Context: an optimization exercise on an open-source flow, tuned for small area. The choices shown serve that exercise and are no tape-out recipe.
In this exercise RTL edits were held to simulation tests only and were not proved equivalent to the original.
No driver is modelled on the clock port, so clocking that relies on it looks cheaper here than on a real chip.
Power figures rest on the tool's default switching activity, not on a simulated workload.

==> flow/design.v <==
`timescale 1ns / 1ps
module clk_div_disp(
    input clk,
    input rst,
    output slow_tick,
    output time_tick
    );
    reg p;
    reg [12:0] a;    
    reg [9:0] b;     
    wire a_last = ((a ^ 13'b1001010000001) & 13'b1111101111100) == 13'd0;
    wire b_last = b == 10'b1100000001;
    assign time_tick = a_last & ~p;
    assign slow_tick = b_last & ~p;
    always @(posedge clk) begin
        if (rst)
            p <= 1'b0;
        else
            p <= ~p;
        if (rst || a_last)
            a <= 13'd0;
        else
            a <= {~a[11:0], a[2] ^ a[12]};
        if (rst || b_last)
            b <= 10'd0;
        else
            b <= {~b[8:0], b[2] ^ b[9]};
    end
endmodule
`timescale 1ns / 1ps
module hexto7segment(
    input [3:0] x,
    output reg [6:0] r
    );
    always @(*)
        case(x)
            4'b0000: r = 7'b0000001;
            4'b0001: r = 7'b1001111;
            4'b0010: r = 7'b0010010;
            4'b0011: r = 7'b0000110;
            4'b0100: r = 7'b1001100;
            4'b0101: r = 7'b0100100;
            4'b0110: r = 7'b0100000;
            4'b0111: r = 7'b0001111;
            4'b1000: r = 7'b0000000;
            4'b1001: r = 7'b0000100;
            default: r = 7'b1111111;
        endcase
endmodule
`timescale 1ns / 1ps
module stopwatch(
    input clk, input rst, input en, input toggle, input reset,
    input [1:0] mode, input [7:0] sw,
    output reg [3:0] reg_d0, output reg [3:0] reg_d1,
    output reg [3:0] reg_d2, output reg [3:0] reg_d3);
    reg toggle_ff, ss, finish, idle;
    wire up  = ~mode[1];
    wire lsw = mode[0];
    wire cnt = ~ss & ~finish;
    wire m0 = up ? (reg_d0 == 4'd9) : (reg_d0 == 4'd0);
    wire m1 = up ? (reg_d1 == 4'd9) : (reg_d1 == 4'd0);
    wire m2 = up ? (reg_d2 == 4'd9) : (reg_d2 == 4'd0);
    wire m3 = up ? (reg_d3 == 4'd9) : (reg_d3 == 4'd0);
    wire last = m0 & m1 & m2 & m3;
    wire ld9  = reset & mode[1] & ~mode[0];
    wire ldsw = lsw & (up ? (reset | idle) : (~reset & idle));
    wire ld0  = reset & ~mode[1] & ~mode[0];
    wire L  = en & ss & (ld0 | ld9 | ldsw) & ~rst;
    wire G0 = en & cnt & ~last & ~rst;
    wire G1 = G0 & m0;
    wire G2 = G1 & m1;
    wire G3 = G2 & m2;
    wire K  = ~(rst | L);           
    wire N9 = L & ld9;              
    wire [3:0] s0 = m0 ? (up ? 4'd0 : 4'd9) : (up ? reg_d0 + 4'd1 : reg_d0 - 4'd1);
    wire [3:0] s1 = m1 ? (up ? 4'd0 : 4'd9) : (up ? reg_d1 + 4'd1 : reg_d1 - 4'd1);
    wire [3:0] s2 = m2 ? (up ? 4'd0 : 4'd9) : (up ? reg_d2 + 4'd1 : reg_d2 - 4'd1);
    wire [3:0] s3 = m3 ? (up ? 4'd0 : 4'd9) : (up ? reg_d3 + 4'd1 : reg_d3 - 4'd1);
    wire LS = L & ldsw;
    wire [3:0] h0 = (reg_d0 & {4{K}}) | {N9, 1'b0, 1'b0, N9};
    wire [3:0] h1 = (reg_d1 & {4{K}}) | {N9, 1'b0, 1'b0, N9};
    wire [3:0] h2 = (reg_d2 & {4{K}}) | {N9, 1'b0, 1'b0, N9} | (sw[3:0] & {4{LS}});
    wire [3:0] h3 = (reg_d3 & {4{K}}) | {N9, 1'b0, 1'b0, N9} | (sw[7:4] & {4{LS}});
    always @(posedge clk) begin
        reg_d0 <= G0 ? s0 : h0;
        reg_d1 <= G1 ? s1 : h1;
        reg_d2 <= G2 ? s2 : h2;
        reg_d3 <= G3 ? s3 : h3;
        if (rst) begin
            toggle_ff <= 1'b0; ss <= 1'b1; finish <= 1'b0; idle <= 1'b1;
        end
        else if (en) begin
            toggle_ff <= toggle;
            if (toggle_ff && !toggle) ss <= ~ss;
            if (cnt & last) finish <= 1'b1;
            else if (ss & up & (reset | (lsw & idle))) finish <= 1'b0;
            if (lsw) begin
                if (ss & reset) idle <= 1'b1;
                else if (cnt) idle <= 1'b0;
            end
        end
    end
endmodule
`timescale 1ns / 1ps
module time_fsm(
    input clk,
    input rst,
    input en,
    input reset,
    input [3:0] d0,
    input [3:0] d1,
    input [3:0] d2,
    input [3:0] d3,
    output dp,
    output [3:0] an,
    output [6:0] sseg
    );
    reg [1:0] state;
    reg [3:0] x;
    always @(*)
        case (state)
            2'b00: x = d0;
            2'b01: x = d1;
            2'b10: x = d2;
            default: x = d3;
        endcase
    hexto7segment dec (.x(x), .r(sseg));
    assign an = ~(4'b0001 << state);
    assign dp = ~(state == 2'b10);
    always @(posedge clk) begin
        if (rst || reset)
            state <= 2'b00;
        else if (en)
            state <= state + 2'b01;
    end
endmodule
`timescale 1ns / 1ps
module time_multiplex_main(
    input clk,
    input rst,
    input toggle,
    input reset,
    input [7:0] sw,
    input [1:0] mode,
    output dp,
    output [3:0] an,
    output [6:0] sseg
    );
    wire slow_tick;
    wire time_tick;
    wire [3:0] reg_d0, reg_d1, reg_d2, reg_d3;
    clk_div_disp clock (.clk(clk), .rst(rst), .slow_tick(slow_tick), .time_tick(time_tick));
    stopwatch stopwatch_a (
        .clk(clk),
        .rst(rst),
        .en(time_tick),
        .toggle(toggle),
        .reset(reset),
        .mode(mode),
        .sw(sw),
        .reg_d0(reg_d0),
        .reg_d1(reg_d1),
        .reg_d2(reg_d2),
        .reg_d3(reg_d3));
    time_fsm c6 (
        .clk(clk),
        .rst(rst),
        .en(slow_tick),
        .reset(reset),
        .d0(reg_d0),
        .d1(reg_d1),
        .d2(reg_d2),
        .d3(reg_d3),
        .dp(dp),
        .an(an),
        .sseg(sseg));
endmodule
clock: 10.0 ns
lec_check: 0
abc_area: 1
cap_margin: 20
core_margin: 2
core_utilization: 40
slew_margin: 20
standard.sh (not shown) runs the stock make flow with config.mk's settings and CLKGATE_MAP_FILE= SYNTH_SCRIPT=/design/flow/synth_recipe.tcl, a recipe that flattens the netlist after the stock synthesis.
==> flow/flow/run.sh <==
#!/bin/bash
# Own layout flow: the standard synthesis, then an area re-mapping of the
# logic between the (unchanged) flip-flops, then the standard layout steps
# with smaller port buffers and a small clock tree.
set -euo pipefail
W=$(pwd)
F=$W/flow
R=$W/orfs/results/${FLOW_PLATFORM}/time_multiplex_main/base

# 1. standard synthesis, unchanged
bash standard.sh synth > $W/1_synth_std.log 2>&1
cp $R/1_2_yosys.v $W/1_2_yosys_std.v

# 2. re-map the combinational logic for area (flip-flops untouched), with a
# few ABC scripts side by side; keep the smallest result
export RESYNTH_IN=$W/1_2_yosys_std.v
export RESYNTH_DONT_USE="$(grep -oE 'sky130_fd_sc_hd__(probe\w*|lpflow\w*)' $FLOW_HOME/platforms/sky130hd/config.mk | sort -u | tr '\n' ' ')"
for s in $F/area*.abc; do
  n=$(basename $s .abc)
  RESYNTH_OUT=$W/1_2_yosys_$n.v RESYNTH_ABC=$s RESYNTH_STAT=$W/resynth_$n.txt \
    yosys -c $F/resynth.tcl > $W/1_resynth_$n.log 2>&1 &
done
wait
best=""; best_area=""
for s in $F/area*.abc; do
  n=$(basename $s .abc)
  a=$(awk '/Chip area/ {print $NF}' $W/resynth_$n.txt 2>/dev/null || true)
  [[ -n "$a" && -f $W/1_2_yosys_$n.v ]] || continue
  if [[ -z "$best" ]] || awk "BEGIN {exit !($a < $best_area)}"; then best=$n; best_area=$a; fi
done
echo "resynth: using $best ($best_area um2)" > $W/resynth_choice.txt
RESYNTH_OUT=$W/1_2_yosys_$best.v
# the flip-flops must be exactly the standard synthesis's
diff <(grep -oE 'sky130_fd_sc_hd__df\w+ +\S+' $RESYNTH_IN | sort) \
     <(grep -oE 'sky130_fd_sc_hd__df\w+ +\S+' $RESYNTH_OUT | sort) > $W/ff_diff.txt
cp $RESYNTH_OUT $R/1_2_yosys.v
touch $R/1_2_yosys.v

# 3. the standard layout from the new netlist
export BUFFER_PORTS_ARGS="-buffer_cell sky130_fd_sc_hd__buf_1"
# clock tree: a root buffer and a few leaf buffers, each leaf driving the
# clock pins of one group of nearby registers (flow/clock_tree.tcl)
export PRE_CTS_TCL=$F/clock_tree.tcl
export OWN_CLK_ROOT=${OWN_CLK_ROOT:-sky130_fd_sc_hd__clkbuf_2}
export OWN_CLK_LEAF=${OWN_CLK_LEAF:-sky130_fd_sc_hd__clkbuf_8}
export OWN_CLK_LEAVES=${OWN_CLK_LEAVES:-3}
export CTS_ARGS="-clk_nets clk -buf_list sky130_fd_sc_hd__clkbuf_8 -dont_use_dummy_load"
bash standard.sh > $W/2_layout.log 2>&1
==> flow/flow/area3.abc <==
strash
&get -n
&deepsyn -T 20 -S 2
&put
dch -f
amap
topo
==> flow/flow/clock_tree.tcl <==
# A two-level clock tree by hand: one root buffer at the clock port's net,
# driving k leaf buffers, each at the centre of a group of clock pins
# (groups split by position along the longer side of the sink region).
proc my_clock_tree { root_master leaf_master k } {
  set block [ord::get_db_block]
  set db [ord::get_db]
  set clknet [$block findNet clk]
  $clknet setSigType CLOCK
  set sinks {}
  foreach it [$clknet getITerms] {
    set loc [[$it getInst] getLocation]
    lappend sinks [list $it [lindex $loc 0] [lindex $loc 1]]
  }
  set xs [lmap s $sinks {lindex $s 1}]; set ys [lmap s $sinks {lindex $s 2}]
  set w [expr {[tcl::mathfunc::max {*}$xs] - [tcl::mathfunc::min {*}$xs]}]
  set h [expr {[tcl::mathfunc::max {*}$ys] - [tcl::mathfunc::min {*}$ys]}]
  set key [expr {$w >= $h ? 1 : 2}]
  set sinks [lsort -integer -index $key $sinks]
  set n [llength $sinks]
  set root [odb::dbInst_create $block [$db findMaster $root_master] clkbuf_root]
  set rootnet [odb::dbNet_create $block clknet_root]
  $rootnet setSigType CLOCK
  foreach s $sinks { [lindex $s 0] disconnect }
  [$root findITerm A] connect $clknet
  [$root findITerm X] connect $rootnet
  set rx 0; set ry 0
  for {set g 0} {$g < $k} {incr g} {
    set lo [expr {$g * $n / $k}]; set hi [expr {($g + 1) * $n / $k - 1}]
    set leaf [odb::dbInst_create $block [$db findMaster $leaf_master] clkbuf_leaf_$g]
    set net [odb::dbNet_create $block clknet_leaf_$g]
    $net setSigType CLOCK
    [$leaf findITerm A] connect $rootnet
    [$leaf findITerm X] connect $net
    set sx 0; set sy 0
    foreach s [lrange $sinks $lo $hi] {
      [lindex $s 0] connect $net
      set sx [expr {$sx + [lindex $s 1]}]; set sy [expr {$sy + [lindex $s 2]}]
    }
    set m [expr {$hi - $lo + 1}]
    $leaf setLocation [expr {$sx / $m}] [expr {$sy / $m}]
    $leaf setPlacementStatus PLACED
    set rx [expr {$rx + $sx / $m}]; set ry [expr {$ry + $sy / $m}]
  }
  $root setLocation [expr {$rx / $k}] [expr {$ry / $k}]
  $root setPlacementStatus PLACED
}

# Run as ORFS's PRE_CTS_TCL hook: build the tree here; TritonCTS, limited to
# the port net (-clk_nets clk), then finds a single sink there and leaves it.
my_clock_tree $::env(OWN_CLK_ROOT) $::env(OWN_CLK_LEAF) $::env(OWN_CLK_LEAVES)
Other scripts of this flow, unchanged in this note and not shown: flow/flow/area1.abc, flow/flow/area2.abc, flow/flow/area4.abc, flow/flow/resynth.tcl
Rerun with:
--- a/flow/flow/run.sh
+++ b/flow/flow/run.sh
@@ -16,8 +16,11 @@
 export RESYNTH_IN=$W/1_2_yosys_std.v
 export RESYNTH_DONT_USE="$(grep -oE 'sky130_fd_sc_hd__(probe\w*|lpflow\w*)' $FLOW_HOME/platforms/sky130hd/config.mk | sort -u | tr '\n' ' ')"
+i=0
 for s in $F/area*.abc; do
   n=$(basename $s .abc)
   RESYNTH_OUT=$W/1_2_yosys_$n.v RESYNTH_ABC=$s RESYNTH_STAT=$W/resynth_$n.txt \
     yosys -c $F/resynth.tcl > $W/1_resynth_$n.log 2>&1 &
+  i=$((i + 1))
+  if (( i % ${NUM_CORES:-4} == 0 )); then wait; fi
 done
 wait
==> flow/flow/area3.abc (replaced) <==
strash
&get -n
&deepsyn -T 20
&put
dch -f -p
amap
topo
==> flow/flow/area5.abc (new file) <==
strash
&get -n
&deepsyn -T 20
&put
dch -f
amap -F 4 -A 10
topo
==> flow/flow/area6.abc (new file) <==
strash
&get -n
&deepsyn -T 20 -S 2
&put
dch -f -p
amap
topo
==> flow/flow/area7.abc (new file) <==
strash
&get -n
&deepsyn -T 20 -S 3
&put
dch -f
amap
topo
==> flow/flow/area8.abc (new file) <==
strash
dc2
&get -n
&deepsyn -T 20 -S 4
&put
dch -f -p
amap
topo
--- a/flow/flow/clock_tree.tcl
+++ b/flow/flow/clock_tree.tcl
@@ -18,10 +18,15 @@
   set sinks [lsort -integer -index $key $sinks]
   set n [llength $sinks]
-  set root [odb::dbInst_create $block [$db findMaster $root_master] clkbuf_root]
-  set rootnet [odb::dbNet_create $block clknet_root]
-  $rootnet setSigType CLOCK
   foreach s $sinks { [lindex $s 0] disconnect }
-  [$root findITerm A] connect $clknet
-  [$root findITerm X] connect $rootnet
+  if { $root_master eq "none" } {
+    # the leaves hang on the port's net itself
+    set rootnet $clknet
+  } else {
+    set root [odb::dbInst_create $block [$db findMaster $root_master] clkbuf_root]
+    set rootnet [odb::dbNet_create $block clknet_root]
+    $rootnet setSigType CLOCK
+    [$root findITerm A] connect $clknet
+    [$root findITerm X] connect $rootnet
+  }
   set rx 0; set ry 0
   for {set g 0} {$g < $k} {incr g} {
@@ -42,6 +47,8 @@
     set rx [expr {$rx + $sx / $m}]; set ry [expr {$ry + $sy / $m}]
   }
-  $root setLocation [expr {$rx / $k}] [expr {$ry / $k}]
-  $root setPlacementStatus PLACED
+  if { $root_master ne "none" } {
+    $root setLocation [expr {$rx / $k}] [expr {$ry / $k}]
+    $root setPlacementStatus PLACED
+  }
 }
 
Outcome: The changed run produced a clean layout. Sequential cell count is unchanged. Sequential power hardly moves. Via count went up by 4.0%. Synthesized cell count rose by 3.4%.

[re-timing with driven ports]
No port has a modelled driver above. Below, the same layouts with a new extraction and two added sets of constraints.
Step 1 (the two cells are an assumption about what drives the block):
set clk [get_ports {clk}]
set_driving_cell -lib_cell sky130_fd_sc_hd__clkbuf_16 $clk
set_driving_cell -lib_cell sky130_fd_sc_hd__buf_2 [delete_from_list [all_inputs] $clk]
Step 2, shift: input delay + t, output delay - t, t = (earliest + latest rising clock arrival at the registers) / 2. This alone moves slack from input paths to output paths.
Slacks: no drivers / after step 1 / after step 2; pairs: no drivers / after step 1.
run | t, ns | setup slack, ns | worst setup path after step 2 | latest minus earliest clock arrival (ns)
the first run | 0.352 | 5.123 / 5.113 / 4.761 | input to register | 0.010 / 0.010
the second run | 0.368 | 4.978 / 4.976 / 4.608 | input to register | 0.016 / 0.016
After both steps every run listed still meets setup and hold. The setup slack of the second run, which loses most, moves by -0.002 ns with the drivers and by -0.370 ns with both steps.
